Background: an optimization exercise with open tools, aiming at small area, a short achievable clock period and few clock cycles per item. Do not read the settings as production practice. The RTL was checked by simulation tests, not by an equivalence proof against the original design.

==> v31 <==
Design mdu_rv64, start of the top module:
module mdu_rv64 #(
    parameter int XLEN = 64
)(
    input  wire                 clk,
    input  wire                 rst_n,
    input  wire                 req_valid,
    output logic                req_ready,
    input  wire [XLEN-1:0]      rs1_data,
    input  wire [XLEN-1:0]      rs2_data,
    input  wire [2:0]           funct3,
    input  wire                 is_word_op,
    output logic                resp_valid,
    output logic [XLEN-1:0]     result
);
make LEC_CHECK=0 CAP_MARGIN=20 CORE_MARGIN=2 CORE_UTILIZATION=55 PLACE_DENSITY=0.75 SETUP_SLACK_MARGIN=5 SLEW_MARGIN=20 finish   # period 11.0 ns
run.sh (not shown) runs the stock make flow with config.mk's settings and CLKGATE_MAP_FILE= SYNTH_SCRIPT=/design/flow/synth_recipe.tcl, a recipe that flattens the netlist after the stock synthesis.
==> inputs of v19, as changes to v31 <==
--- a/flow/design.v
+++ b/flow/design.v
@@ -112,24 +112,24 @@
             c6 = z5[1] ? {1'b1, c5[4:0]} : {1'b0, c5[9:5]};
             clz64 = {z6, c6 & {6{~z6}}};
         end
     endfunction
     logic [6:0] cd;      
     logic [6:0] cz;      
-    logic       dvs_zero;
     wire [7:0]  sh     = {1'b0, cd} - {1'b0, cz};    
     wire        qzero  = sh[7];
+    wire        dvs_zero = (cd == 7'd64) & ~xe_neg;    
     wire [5:0]  sh6    = sh[6] ? 6'd63 : sh[5:0];
     wire [65:0] dvs_al = $signed(X) <<< sh6;
     wire         qbit  = ~S[W-1];
     wire [63:0]  y_mul = {S[3:0], Y[63:4]};
     wire [63:0]  y_div = {Y[62:0], qbit};
     wire [65:0]  z_div = qbit ? S[65:0] : Z;
     wire [63:0]  rem_dvd = w_q ? {{32{Y[31]}}, Y[31:0]} : Y;    
     wire         need_neg = f_q[1] ? (s1 & dvd_neg) : (s1 & (dvd_neg ^ dvs_neg));
-    wire         wsign = (xe_neg ^ ye_neg) && (xe != 64'd0) && (ye != 64'd0);
+    wire         wsign = (xe_neg ^ ye_neg) & ~dvs_zero & (cz != 7'd64);    
     wire         last  = (cnt == 7'd0);
     logic        mfirst, mext_q;
     logic [4:0]  mcl;                                              
     logic [1:0]  mq;                                               
     wire [6:0]   czm   = 7'd68 - cz - {6'd0, ye_neg};
     wire [4:0]   mdig  = czm[6:2];                                 
@@ -151,17 +151,16 @@
     wire in_s2   = (funct3 == F3_MUL) || (funct3 == F3_MULH) ||
                    (funct3 == F3_DIV) || (funct3 == F3_REM);
     wire [63:0] in_a = is_word_op ? {{32{in_s1 & rs1_data[31]}}, rs1_data[31:0]} : rs1_data;
     wire [63:0] in_b = is_word_op ? {{32{in_s2 & rs2_data[31]}}, rs2_data[31:0]} : rs2_data;
     wire        in_yneg = in_s1 & in_a[63];
     wire        in_xneg = in_s2 & in_b[63];
-    wire in_dvs_zero = (in_b == 64'd0);
     wire pre_done = ~is_div | dvs_zero | qzero;
     wire done = (st_mit & mlast & ~mulh_ext) | st_mext | (st_pre & pre_done) |
                 (st_dit & last & ~need_neg) | st_fin;
-    assign req_ready = rdy_q | (st_pre & qzero);
+    assign req_ready = rdy_q | (st_pre & (qzero | dvs_zero));
     wire acc = req_ready & req_valid;
     always_ff @(posedge clk or negedge rst_n) begin
         if (!rst_n) begin
             st_idle    <= 1'b1;
             st_mit     <= 1'b0;
             st_mext    <= 1'b0;
@@ -176,13 +175,13 @@
                 st_idle <= ~req_valid;
                 st_pre  <= req_valid & in_pre;
                 st_mit  <= req_valid & ~in_pre;
                 st_mext <= 1'b0;
                 st_dit  <= 1'b0;
                 st_fin  <= 1'b0;
-                rdy_q   <= ~req_valid | (in_pre & (~funct3[2] | in_dvs_zero));
+                rdy_q   <= ~req_valid | (in_pre & ~funct3[2]);
             end else begin
                 if (st_mit && mlast) begin
                     st_mit  <= 1'b0;
                     st_mext <= 1'b1;
                 end
                 if (st_pre) begin
@@ -234,13 +233,12 @@
         zsel_y <= 1'b0; zsel_z <= 1'b1; zinv <= 1'b0;
         if (req_ready) begin
             X        <= {{2{in_xneg}}, in_b};
             ye_neg   <= in_yneg;
             cd       <= clz64(in_b ^ {64{in_xneg}});
             cz       <= clz64(in_yneg ? {~in_a[62:0], 1'b1} : in_a);
-            dvs_zero <= in_dvs_zero;
             f_q      <= funct3;
             w_q      <= is_word_op;
             mfirst   <= 1'b1;
             if (in_pre) begin
                 zsel_y <= 1'b1;
                 zsel_z <= 1'b0;
CORE_UTILIZATION = 35   (was 55)
CTS_BUF_LIST = sky130_fd_sc_hd__clkbuf_4   (was default)
PLACE_DENSITY = 0.5   (was 0.75)
==> inputs of v8, as changes to v31 <==
--- a/flow/design.v
+++ b/flow/design.v
@@ -113,36 +113,32 @@
             clz64 = {z6, c6 & {6{~z6}}};
         end
     endfunction
     logic [6:0] cd;      
     logic [6:0] cz;      
     logic       dvs_zero;
-    wire [7:0]  sh     = {1'b0, cd} - {1'b0, cz};    
+    wire [7:0]  sh     = {1'b0, cd} + {7'd0, ye_neg} - {1'b0, cz};    
     wire        qzero  = sh[7];
-    wire [5:0]  sh6    = sh[6] ? 6'd63 : sh[5:0];
-    wire [65:0] dvs_al = $signed(X) <<< sh6;
+    wire [65:0] dvs_al = $signed(X) <<< sh[6:0];
     wire         qbit  = ~S[W-1];
     wire [63:0]  y_mul = {S[3:0], Y[63:4]};
     wire [63:0]  y_div = {Y[62:0], qbit};
     wire [65:0]  z_div = qbit ? S[65:0] : Z;
     wire [63:0]  rem_dvd = w_q ? {{32{Y[31]}}, Y[31:0]} : Y;    
     wire         need_neg = f_q[1] ? (s1 & dvd_neg) : (s1 & (dvd_neg ^ dvs_neg));
+    wire         mulh_ext = ~w_q && (f_q == F3_MULHU) && Y[3];
     wire         wsign = (xe_neg ^ ye_neg) && (xe != 64'd0) && (ye != 64'd0);
     wire         last  = (cnt == 7'd0);
-    logic        mfirst, mext_q;
-    logic [4:0]  mcl;                                              
-    logic [1:0]  mq;                                               
-    wire [6:0]   czm   = 7'd68 - cz - {6'd0, ye_neg};
-    wire [4:0]   mdig  = czm[6:2];                                 
+    wire [4:0]   mdig  = 5'((7'd68 - {1'b0, cz}) >> 2);           
     wire [4:0]   mpos  = w_q ? 5'd8 : 5'd16;
-    wire [4:0]   md    = (mdig > mpos) ? mpos : mdig;
-    wire [4:0]   mz    = mpos - md;
-    wire [4:0]   mtot  = md + {3'd0, mz[1:0]} + {3'd0, mz[3:2]};
-    wire         mfast = ~mfirst & ({3'd0, mq} >= mcl);
-    wire         mlast = ~mfirst & (mcl == 5'd1);
-    wire         mulh_ext = mext_q;
+    wire [4:0]   mz    = (mdig > mpos) ? 5'd0 : mpos - mdig;
+    wire         mfast = ({2'b00, cnt[4:0]} < {2'b00, mz}) && (cnt[4:0] >= 5'd3);
+    wire         mlast = mfast ? (cnt[4:0] == 5'd3) : last;
+    wire [4:0]   mcnt_nx = cnt[4:0] - (mfast ? 5'd4 : 5'd1);
+    wire         mfast_nx = (mcnt_nx < mz) && (mcnt_nx >= 5'd3);
+    wire         mlast_nx = mfast_nx ? (mcnt_nx == 5'd3) : (mcnt_nx == 5'd0);
     wire [63:0]  y_fast = {Z[15:0], Y[63:16]};
     wire [65:0]  z_fast = {{16{Z[65]}}, Z[65:16]};
     function automatic [63:0] wfix(input [63:0] v, input w);
         wfix = w ? {{32{v[31]}}, v[31:0]} : v;
     endfunction
     wire in_pre  = funct3[2] | (is_word_op & (funct3 != F3_MUL));
@@ -190,15 +186,15 @@
                     st_dit <= 1'b1;
                 end
                 if (st_dit && last) begin
                     st_dit <= 1'b0;
                     st_fin <= 1'b1;
                 end
-                rdy_q <= (st_mit & ~mfirst & (mcl == 5'd2) & ~mext_q) |
+                rdy_q <= (st_mit & ~mlast & mlast_nx & ~(mz == 5'd0 & ~w_q & (f_q == F3_MULHU) & Y[7])) |
                          (st_mit & mlast) |
-                         (st_pre & (sh6 == 6'd0) &
+                         (st_pre & (sh[6:0] == 7'd0) &
                           ~(f_q[1] ? (s1 & ye_neg) : (s1 & (ye_neg ^ xe_neg)))) |
                          (st_dit & (cnt == 7'd1) & ~need_neg) |
                          (st_dit & last);
             end
         end
     end
@@ -233,17 +229,17 @@
         one_hi <= 1'b0; two_hi <= 1'b0; neg_hi <= 1'b0;
         zsel_y <= 1'b0; zsel_z <= 1'b1; zinv <= 1'b0;
         if (req_ready) begin
             X        <= {{2{in_xneg}}, in_b};
             ye_neg   <= in_yneg;
             cd       <= clz64(in_b ^ {64{in_xneg}});
-            cz       <= clz64(in_yneg ? {~in_a[62:0], 1'b1} : in_a);
+            cz       <= clz64(in_a ^ {64{in_yneg}});
             dvs_zero <= in_dvs_zero;
             f_q      <= funct3;
             w_q      <= is_word_op;
-            mfirst   <= 1'b1;
+            cnt      <= is_word_op ? 7'd7 : 7'd15;
             if (in_pre) begin
                 zsel_y <= 1'b1;
                 zsel_z <= 1'b0;
                 zinv   <= in_yneg;
             end else begin
                 zsel_z <= 1'b0;
@@ -254,21 +250,15 @@
                 two_hi <= (rs1_data[3] & ~rs1_data[2] & ~rs1_data[1]) |
                           (~rs1_data[3] & rs1_data[2] & rs1_data[1]);
                 neg_hi <= rs1_data[3] & ~(rs1_data[2] & rs1_data[1]);
             end
         end else begin
             if (st_mit) begin
-                mfirst <= 1'b0;
-                mcl    <= mcl - 5'd1;
-                if (mfirst) begin
-                    mcl    <= mtot - 5'd1;
-                    mq     <= mz[3:2];
-                    mext_q <= ~w_q & (f_q == F3_MULHU) & (mdig > 5'd16);
-                end
+                cnt <= {2'b00, mcnt_nx};
                 if (mfast) begin
-                end else if (!mlast) begin
+                end else if (!last) begin
                     one_lo <= Y[4] ^ Y[3];
                     two_lo <= (Y[5] & ~Y[4] & ~Y[3]) | (~Y[5] & Y[4] & Y[3]);
                     neg_lo <= Y[5] & ~(Y[4] & Y[3]);
                     one_hi <= Y[6] ^ Y[5];
                     two_hi <= (Y[7] & ~Y[6] & ~Y[5]) | (~Y[7] & Y[6] & Y[5]);
                     neg_hi <= Y[7] & ~(Y[6] & Y[5]);
@@ -277,13 +267,13 @@
                 end
             end
             if (st_pre) begin
                 dvd_neg <= ye_neg;
                 dvs_neg <= xe_neg;
                 X       <= dvs_al;
-                cnt     <= {1'b0, sh6};
+                cnt     <= sh[6:0];
                 one_lo  <= 1'b1;
                 neg_lo  <= ~xe_neg;                       
             end
             if (st_dit) begin
                 X   <= $signed(X) >>> 1;
                 cnt <= cnt - 7'd1;
CORE_UTILIZATION = 35   (was 55)
PLACE_DENSITY = 0.5   (was 0.75)
==> flow_summary.json <==
{
  "multi_input_area_share_pct": 67.48,
  "synthMuxAreaShare_pct": 9.089,
  "outcome": "timing/DRC/antenna clean",
  "antenna_found_initial": 14,
  "synth_compound_area_share_pct": 31.57,
  "synth-xor-area-share_pct": 7.208,
  "cts_max_level": 3,
  "syn_area_per_cell_um2": 7.255,
  "cp-endpoint": "req_ready",
  "n_all_inverters": 203,
  "clock_sinks": 250,
  "path_class": "flop to primary output",
  "netlist_area_um2": 34510,
  "hold_slack_ps": 508.1,
  "multi_input_comb_area_um2": 25920
}
the above is filed under v19

==> flow_summary.json <==
{
  "multi_input_comb_area_um2": 26650,
  "hold_slack_ps": 539.9,
  "n_all_inverters": 199,
  "cp-endpoint": "Z[41]$_DFF_P_",
  "multi_input_area_share_pct": 68.90,
  "syn_area_per_cell_um2": 7.171,
  "synth_common_cells": "nand2_1, a21oi_1, nor2_1",
  "r2r_end": "Z[41]$_DFF_P_",
  "synth_compound_area_share_pct": 32.60,
  "path_class": "flop to flop",
  "synth-xor-area-share_pct": 7.025,
  "outcome": "timing/DRC/antenna clean",
  "cts_max_level": 2,
  "antenna_found_initial": 16
}
the above is filed under v31

==> flow_summary.json <==
{
  "syn_area_per_cell_um2": 7.036,
  "finalCritPeriodShare_pct": 53.09,
  "cp-endpoint": "Z[36]$_DFF_P_",
  "multi_input_area_share_pct": 67.56,
  "top_layer": "met5",
  "synth_compound_area_share_pct": 33.50,
  "path_class": "flop to flop",
  "clock_sinks": 242,
  "synth-xor-area-share_pct": 7.164,
  "antenna_found_initial": 10,
  "n_all_inverters": 246,
  "cts_max_level": 2,
  "outcome": "timing/DRC/antenna clean",
  "synthMuxAreaShare_pct": 6.729
}
the above is filed under v8

Testbench counts of v31, summed over its fixed seeds: cycles 19,835, items 2,400.
Testbench counts of v19, summed over its fixed seeds: cycles 19,835, items 2,400.
Testbench counts of v8, summed over its fixed seeds: cycles 19,835, items 2,400.

---

==> run a <==
Another version of the RTL of mdu_rv64 (not shown whole).
==> flow/config.mk <==
export PLATFORM = sky130hd
export DESIGN_NAME = mdu_rv64
export DESIGN_NICKNAME = mdu_rv64
export VERILOG_FILES = /design/flow/design.v
export SDC_FILE = /design/flow/constraint.sdc
export NUM_CORES = 4
export LEC_CHECK = 0
export CAP_MARGIN = 20
export CORE_MARGIN = 2
export CORE_UTILIZATION = 35
export PLACE_DENSITY = 0.5
export SETUP_SLACK_MARGIN = 5
export SLEW_MARGIN = 20
==> flow/constraint.sdc <==
create_clock -name core_clock -period 11.0 [get_ports {clk}]
set_input_delay 2.2000 -clock core_clock [delete_from_list [all_inputs] [get_ports {clk}]]
set_output_delay 2.2000 -clock core_clock [all_outputs]
set_load 0.01 [all_outputs]
==> run b: changes against run a <==
--- a/flow/design.v
+++ b/flow/design.v
@@ -114,22 +114,36 @@
         end
     endfunction
     logic [6:0] cd;      
     logic [6:0] cz;      
     logic       dvs_zero;
-    wire [7:0]  sh     = {1'b0, cd} + {7'd0, ye_neg} - {1'b0, cz};    
+    wire [7:0]  sh     = {1'b0, cd} - {1'b0, cz};    
     wire        qzero  = sh[7];
-    wire [65:0] dvs_al = $signed(X) <<< sh[6:0];
+    wire [5:0]  sh6    = sh[6] ? 6'd63 : sh[5:0];
+    wire [65:0] dvs_al = $signed(X) <<< sh6;
     wire         qbit  = ~S[W-1];
     wire [63:0]  y_mul = {S[3:0], Y[63:4]};
     wire [63:0]  y_div = {Y[62:0], qbit};
     wire [65:0]  z_div = qbit ? S[65:0] : Z;
     wire [63:0]  rem_dvd = w_q ? {{32{Y[31]}}, Y[31:0]} : Y;    
     wire         need_neg = f_q[1] ? (s1 & dvd_neg) : (s1 & (dvd_neg ^ dvs_neg));
-    wire         mulh_ext = ~w_q && (f_q == F3_MULHU) && Y[3];
-    wire         wsign = (xe_neg ^ ye_neg) && (xe != 64'd0) && (ye != 64'd0);
+    wire         wsign = (xe_neg ^ ye_neg) & ~dvs_zero & (cz != 7'd64);    
     wire         last  = (cnt == 7'd0);
+    logic        mfirst, mext_q;
+    logic [4:0]  mcl;                                              
+    logic [1:0]  mq;                                               
+    wire [6:0]   czm   = 7'd68 - cz - {6'd0, ye_neg};
+    wire [4:0]   mdig  = czm[6:2];                                 
+    wire [4:0]   mpos  = w_q ? 5'd8 : 5'd16;
+    wire [4:0]   md    = (mdig > mpos) ? mpos : mdig;
+    wire [4:0]   mz    = mpos - md;
+    wire [4:0]   mtot  = md + {3'd0, mz[1:0]} + {3'd0, mz[3:2]};
+    wire         mfast = ~mfirst & ({3'd0, mq} >= mcl);
+    wire         mlast = ~mfirst & (mcl == 5'd1);
+    wire         mulh_ext = mext_q;
+    wire [63:0]  y_fast = {Z[15:0], Y[63:16]};
+    wire [65:0]  z_fast = {{16{Z[65]}}, Z[65:16]};
     function automatic [63:0] wfix(input [63:0] v, input w);
         wfix = w ? {{32{v[31]}}, v[31:0]} : v;
     endfunction
     wire in_pre  = funct3[2] | (is_word_op & (funct3 != F3_MUL));
     wire in_s1   = (funct3 == F3_MUL) || (funct3 == F3_MULH) || (funct3 == F3_MULHSU) ||
@@ -140,11 +154,11 @@
     wire [63:0] in_b = is_word_op ? {{32{in_s2 & rs2_data[31]}}, rs2_data[31:0]} : rs2_data;
     wire        in_yneg = in_s1 & in_a[63];
     wire        in_xneg = in_s2 & in_b[63];
     wire in_dvs_zero = (in_b == 64'd0);
     wire pre_done = ~is_div | dvs_zero | qzero;
-    wire done = (st_mit & last & ~mulh_ext) | st_mext | (st_pre & pre_done) |
+    wire done = (st_mit & mlast & ~mulh_ext) | st_mext | (st_pre & pre_done) |
                 (st_dit & last & ~need_neg) | st_fin;
     assign req_ready = rdy_q | (st_pre & qzero);
     wire acc = req_ready & req_valid;
     always_ff @(posedge clk or negedge rst_n) begin
         if (!rst_n) begin
@@ -165,11 +179,11 @@
                 st_mext <= 1'b0;
                 st_dit  <= 1'b0;
                 st_fin  <= 1'b0;
                 rdy_q   <= ~req_valid | (in_pre & (~funct3[2] | in_dvs_zero));
             end else begin
-                if (st_mit && last) begin
+                if (st_mit && mlast) begin
                     st_mit  <= 1'b0;
                     st_mext <= 1'b1;
                 end
                 if (st_pre) begin
                     st_pre <= 1'b0;
@@ -177,25 +191,27 @@
                 end
                 if (st_dit && last) begin
                     st_dit <= 1'b0;
                     st_fin <= 1'b1;
                 end
-                rdy_q <= (st_mit & (cnt == 7'd1) & ~(~w_q & (f_q == F3_MULHU) & Y[7])) |
-                         (st_mit & last) |
-                         (st_pre & (sh[6:0] == 7'd0) &
+                rdy_q <= (st_mit & ~mfirst & (mcl == 5'd2) & ~mext_q) |
+                         (st_mit & mlast) |
+                         (st_pre & (sh6 == 6'd0) &
                           ~(f_q[1] ? (s1 & ye_neg) : (s1 & (ye_neg ^ xe_neg)))) |
                          (st_dit & (cnt == 7'd1) & ~need_neg) |
                          (st_dit & last);
             end
         end
     end
     logic [65:0] z_nx;
     logic [63:0] y_nx;
-    wire  [63:0] mul_lo = wfix(w_q ? {32'd0, y_mul[63:32]} : y_mul, w_q);
+    wire  [63:0] y_mit  = mfast ? y_fast : y_mul;
+    wire  [63:0] mul_lo = wfix(w_q ? {32'd0, y_mit[63:32]} : y_mit, w_q);
     always_comb begin
         if (st_mit || st_idle)
-            z_nx = (last && !mulh_ext && f_q == F3_MUL) ? {2'b00, mul_lo} : S[69:4];
+            z_nx = (mlast && !mulh_ext && f_q == F3_MUL) ? {2'b00, mul_lo} :
+                   mfast ? z_fast : S[69:4];
         else if (st_pre)
             z_nx = !is_div ? {66{wsign}} :
                    dvs_zero ? {2'b00, f_q[1] ? rem_dvd : 64'hFFFF_FFFF_FFFF_FFFF} :
                    qzero ? {2'b00, f_q[1] ? rem_dvd : 64'd0} : S[65:0];
         else if (st_dit)
@@ -204,11 +220,11 @@
         else if (st_mext)
             z_nx = {2'b00, S[63:0]};
         else
             z_nx = {2'b00, wfix(S[63:0], w_q)};
         if (req_ready)   y_nx = in_a;
-        else if (st_mit) y_nx = y_mul;
+        else if (st_mit) y_nx = y_mit;
         else if (st_pre) y_nx = '0;
         else             y_nx = y_div;
     end
     always_ff @(posedge clk) begin
         Z <= z_nx;
@@ -218,15 +234,15 @@
         zsel_y <= 1'b0; zsel_z <= 1'b1; zinv <= 1'b0;
         if (req_ready) begin
             X        <= {{2{in_xneg}}, in_b};
             ye_neg   <= in_yneg;
             cd       <= clz64(in_b ^ {64{in_xneg}});
-            cz       <= clz64(in_a ^ {64{in_yneg}});
+            cz       <= clz64(in_yneg ? {~in_a[62:0], 1'b1} : in_a);
             dvs_zero <= in_dvs_zero;
             f_q      <= funct3;
             w_q      <= is_word_op;
-            cnt      <= is_word_op ? 7'd7 : 7'd15;
+            mfirst   <= 1'b1;
             if (in_pre) begin
                 zsel_y <= 1'b1;
                 zsel_z <= 1'b0;
                 zinv   <= in_yneg;
             end else begin
@@ -239,12 +255,19 @@
                           (~rs1_data[3] & rs1_data[2] & rs1_data[1]);
                 neg_hi <= rs1_data[3] & ~(rs1_data[2] & rs1_data[1]);
             end
         end else begin
             if (st_mit) begin
-                cnt <= cnt - 7'd1;
-                if (!last) begin
+                mfirst <= 1'b0;
+                mcl    <= mcl - 5'd1;
+                if (mfirst) begin
+                    mcl    <= mtot - 5'd1;
+                    mq     <= mz[3:2];
+                    mext_q <= ~w_q & (f_q == F3_MULHU) & (mdig > 5'd16);
+                end
+                if (mfast) begin
+                end else if (!mlast) begin
                     one_lo <= Y[4] ^ Y[3];
                     two_lo <= (Y[5] & ~Y[4] & ~Y[3]) | (~Y[5] & Y[4] & Y[3]);
                     neg_lo <= Y[5] & ~(Y[4] & Y[3]);
                     one_hi <= Y[6] ^ Y[5];
                     two_hi <= (Y[7] & ~Y[6] & ~Y[5]) | (~Y[7] & Y[6] & Y[5]);
@@ -255,11 +278,11 @@
             end
             if (st_pre) begin
                 dvd_neg <= ye_neg;
                 dvs_neg <= xe_neg;
                 X       <= dvs_al;
-                cnt     <= sh[6:0];
+                cnt     <= {1'b0, sh6};
                 one_lo  <= 1'b1;
                 neg_lo  <= ~xe_neg;                       
             end
             if (st_dit) begin
                 X   <= $signed(X) >>> 1;
- CORE_UTILIZATION: 35 -> 45
- CTS_BUF_LIST: unset -> sky130_fd_sc_hd__clkbuf_4
- PLACE_DENSITY: 0.5 -> 0.6
==> run c: changes against run a <==
--- a/flow/design.v
+++ b/flow/design.v
@@ -114,22 +114,36 @@
         end
     endfunction
     logic [6:0] cd;      
     logic [6:0] cz;      
     logic       dvs_zero;
-    wire [7:0]  sh     = {1'b0, cd} + {7'd0, ye_neg} - {1'b0, cz};    
+    wire [7:0]  sh     = {1'b0, cd} - {1'b0, cz};    
     wire        qzero  = sh[7];
-    wire [65:0] dvs_al = $signed(X) <<< sh[6:0];
+    wire [5:0]  sh6    = sh[6] ? 6'd63 : sh[5:0];
+    wire [65:0] dvs_al = $signed(X) <<< sh6;
     wire         qbit  = ~S[W-1];
     wire [63:0]  y_mul = {S[3:0], Y[63:4]};
     wire [63:0]  y_div = {Y[62:0], qbit};
     wire [65:0]  z_div = qbit ? S[65:0] : Z;
     wire [63:0]  rem_dvd = w_q ? {{32{Y[31]}}, Y[31:0]} : Y;    
     wire         need_neg = f_q[1] ? (s1 & dvd_neg) : (s1 & (dvd_neg ^ dvs_neg));
-    wire         mulh_ext = ~w_q && (f_q == F3_MULHU) && Y[3];
-    wire         wsign = (xe_neg ^ ye_neg) && (xe != 64'd0) && (ye != 64'd0);
+    wire         wsign = (xe_neg ^ ye_neg) & ~dvs_zero & (cz != 7'd64);    
     wire         last  = (cnt == 7'd0);
+    logic        mfirst, mext_q;
+    logic [4:0]  mcl;                                              
+    logic [1:0]  mq;                                               
+    wire [6:0]   czm   = 7'd68 - cz - {6'd0, ye_neg};
+    wire [4:0]   mdig  = czm[6:2];                                 
+    wire [4:0]   mpos  = w_q ? 5'd8 : 5'd16;
+    wire [4:0]   md    = (mdig > mpos) ? mpos : mdig;
+    wire [4:0]   mz    = mpos - md;
+    wire [4:0]   mtot  = md + {3'd0, mz[1:0]} + {3'd0, mz[3:2]};
+    wire         mfast = ~mfirst & ({3'd0, mq} >= mcl);
+    wire         mlast = ~mfirst & (mcl == 5'd1);
+    wire         mulh_ext = mext_q;
+    wire [63:0]  y_fast = {Z[15:0], Y[63:16]};
+    wire [65:0]  z_fast = {{16{Z[65]}}, Z[65:16]};
     function automatic [63:0] wfix(input [63:0] v, input w);
         wfix = w ? {{32{v[31]}}, v[31:0]} : v;
     endfunction
     wire in_pre  = funct3[2] | (is_word_op & (funct3 != F3_MUL));
     wire in_s1   = (funct3 == F3_MUL) || (funct3 == F3_MULH) || (funct3 == F3_MULHSU) ||
@@ -140,11 +154,11 @@
     wire [63:0] in_b = is_word_op ? {{32{in_s2 & rs2_data[31]}}, rs2_data[31:0]} : rs2_data;
     wire        in_yneg = in_s1 & in_a[63];
     wire        in_xneg = in_s2 & in_b[63];
     wire in_dvs_zero = (in_b == 64'd0);
     wire pre_done = ~is_div | dvs_zero | qzero;
-    wire done = (st_mit & last & ~mulh_ext) | st_mext | (st_pre & pre_done) |
+    wire done = (st_mit & mlast & ~mulh_ext) | st_mext | (st_pre & pre_done) |
                 (st_dit & last & ~need_neg) | st_fin;
     assign req_ready = rdy_q | (st_pre & qzero);
     wire acc = req_ready & req_valid;
     always_ff @(posedge clk or negedge rst_n) begin
         if (!rst_n) begin
@@ -165,11 +179,11 @@
                 st_mext <= 1'b0;
                 st_dit  <= 1'b0;
                 st_fin  <= 1'b0;
                 rdy_q   <= ~req_valid | (in_pre & (~funct3[2] | in_dvs_zero));
             end else begin
-                if (st_mit && last) begin
+                if (st_mit && mlast) begin
                     st_mit  <= 1'b0;
                     st_mext <= 1'b1;
                 end
                 if (st_pre) begin
                     st_pre <= 1'b0;
@@ -177,25 +191,27 @@
                 end
                 if (st_dit && last) begin
                     st_dit <= 1'b0;
                     st_fin <= 1'b1;
                 end
-                rdy_q <= (st_mit & (cnt == 7'd1) & ~(~w_q & (f_q == F3_MULHU) & Y[7])) |
-                         (st_mit & last) |
-                         (st_pre & (sh[6:0] == 7'd0) &
+                rdy_q <= (st_mit & ~mfirst & (mcl == 5'd2) & ~mext_q) |
+                         (st_mit & mlast) |
+                         (st_pre & (sh6 == 6'd0) &
                           ~(f_q[1] ? (s1 & ye_neg) : (s1 & (ye_neg ^ xe_neg)))) |
                          (st_dit & (cnt == 7'd1) & ~need_neg) |
                          (st_dit & last);
             end
         end
     end
     logic [65:0] z_nx;
     logic [63:0] y_nx;
-    wire  [63:0] mul_lo = wfix(w_q ? {32'd0, y_mul[63:32]} : y_mul, w_q);
+    wire  [63:0] y_mit  = mfast ? y_fast : y_mul;
+    wire  [63:0] mul_lo = wfix(w_q ? {32'd0, y_mit[63:32]} : y_mit, w_q);
     always_comb begin
         if (st_mit || st_idle)
-            z_nx = (last && !mulh_ext && f_q == F3_MUL) ? {2'b00, mul_lo} : S[69:4];
+            z_nx = (mlast && !mulh_ext && f_q == F3_MUL) ? {2'b00, mul_lo} :
+                   mfast ? z_fast : S[69:4];
         else if (st_pre)
             z_nx = !is_div ? {66{wsign}} :
                    dvs_zero ? {2'b00, f_q[1] ? rem_dvd : 64'hFFFF_FFFF_FFFF_FFFF} :
                    qzero ? {2'b00, f_q[1] ? rem_dvd : 64'd0} : S[65:0];
         else if (st_dit)
@@ -204,11 +220,11 @@
         else if (st_mext)
             z_nx = {2'b00, S[63:0]};
         else
             z_nx = {2'b00, wfix(S[63:0], w_q)};
         if (req_ready)   y_nx = in_a;
-        else if (st_mit) y_nx = y_mul;
+        else if (st_mit) y_nx = y_mit;
         else if (st_pre) y_nx = '0;
         else             y_nx = y_div;
     end
     always_ff @(posedge clk) begin
         Z <= z_nx;
@@ -218,15 +234,15 @@
         zsel_y <= 1'b0; zsel_z <= 1'b1; zinv <= 1'b0;
         if (req_ready) begin
             X        <= {{2{in_xneg}}, in_b};
             ye_neg   <= in_yneg;
             cd       <= clz64(in_b ^ {64{in_xneg}});
-            cz       <= clz64(in_a ^ {64{in_yneg}});
+            cz       <= clz64(in_yneg ? {~in_a[62:0], 1'b1} : in_a);
             dvs_zero <= in_dvs_zero;
             f_q      <= funct3;
             w_q      <= is_word_op;
-            cnt      <= is_word_op ? 7'd7 : 7'd15;
+            mfirst   <= 1'b1;
             if (in_pre) begin
                 zsel_y <= 1'b1;
                 zsel_z <= 1'b0;
                 zinv   <= in_yneg;
             end else begin
@@ -239,12 +255,19 @@
                           (~rs1_data[3] & rs1_data[2] & rs1_data[1]);
                 neg_hi <= rs1_data[3] & ~(rs1_data[2] & rs1_data[1]);
             end
         end else begin
             if (st_mit) begin
-                cnt <= cnt - 7'd1;
-                if (!last) begin
+                mfirst <= 1'b0;
+                mcl    <= mcl - 5'd1;
+                if (mfirst) begin
+                    mcl    <= mtot - 5'd1;
+                    mq     <= mz[3:2];
+                    mext_q <= ~w_q & (f_q == F3_MULHU) & (mdig > 5'd16);
+                end
+                if (mfast) begin
+                end else if (!mlast) begin
                     one_lo <= Y[4] ^ Y[3];
                     two_lo <= (Y[5] & ~Y[4] & ~Y[3]) | (~Y[5] & Y[4] & Y[3]);
                     neg_lo <= Y[5] & ~(Y[4] & Y[3]);
                     one_hi <= Y[6] ^ Y[5];
                     two_hi <= (Y[7] & ~Y[6] & ~Y[5]) | (~Y[7] & Y[6] & Y[5]);
@@ -255,11 +278,11 @@
             end
             if (st_pre) begin
                 dvd_neg <= ye_neg;
                 dvs_neg <= xe_neg;
                 X       <= dvs_al;
-                cnt     <= sh[6:0];
+                cnt     <= {1'b0, sh6};
                 one_lo  <= 1'b1;
                 neg_lo  <= ~xe_neg;                       
             end
             if (st_dit) begin
                 X   <= $signed(X) >>> 1;
- CTS_BUF_LIST: unset -> sky130_fd_sc_hd__clkbuf_4
==> qor summary <==
item                                                     run c         run a         run b
Final worst clock skew                                159.5 ps      51.19 ps      158.7 ps
Placed cells                                              5865          5676          5567
Vias in the first global route                           37300         34990         37170
Number of distinct library cells after synthesis           102           100           102
Cts repair resizes                                          15            12            21
Final worst path period need                           5724 ps       5776 ps       5844 ps
Vias post-DR                                             40000         37880         40570
Status                                timing/DRC/antenna clean  timing/DRC/antenna clean  timing/DRC/antenna clean
Area of combinational cells with multiple inputs     25570 um2     24490 um2     25700 um2
Area share of fa/ha/maj cells after synthesis          0.07857       0.07641       0.07857
Worst path depth                                            15            16            18
Cell area after layout                               37960 um2     36960 um2     37860 um2
Actual slew at the worst max-slew pin                  1250 ps       1119 ps       1277 ps
Initial Util                                            0.3543        0.3537        0.4532
Number of nets in the layout                              4989          4770          4997
Testbench counts of run a, summed over its fixed seeds: cycles 21,764, items 2,400.
Testbench counts of run b, summed over its fixed seeds: cycles 19,835, items 2,400.
Testbench counts of run c, summed over its fixed seeds: cycles 19,835, items 2,400.

-- static timing again, ports no longer ideal --
The flow's constraints put no driver on any port. The routed layouts listed below were extracted and timed again, unchanged, in two steps.
Step 1, drivers: a clkbuf_16 drives clk and a buf_2 each remaining input, both assumed.
Step 2, shift: input delay + t, output delay - t, t = (earliest + latest rising clock arrival at the registers) / 2. This alone moves slack from input paths to output paths.
Three values: ideal ports, drivers, drivers and shift; two values: the first two.
run | t, ns | setup WS [ns] | hold WS [ns]
v31 | 0.632 | 5.068 / 5.068 / 4.835 | 0.540 / 0.540 / 0.540
v19 | 1.006 | 4.982 / 4.907 / 4.422 | 0.508 / 0.508 / 0.508
v8 | 0.677 | 5.160 / 5.160 / 4.587 | 0.496 / 0.496 / 0.496
run a | 0.645 | 5.224 / 5.224 / 4.662 | 0.508 / 0.508 / 0.508
run b | 0.945 | 5.156 / 5.125 / 4.445 | 0.555 / 0.555 / 0.555
run c | 1.013 | 5.276 / 5.276 / 4.657 | 0.544 / 0.544 / 0.544
After both steps setup and hold are still met in every run listed. The setup slack of run b, which loses most, moves by -0.031 ns with the drivers and by -0.711 ns with both steps.
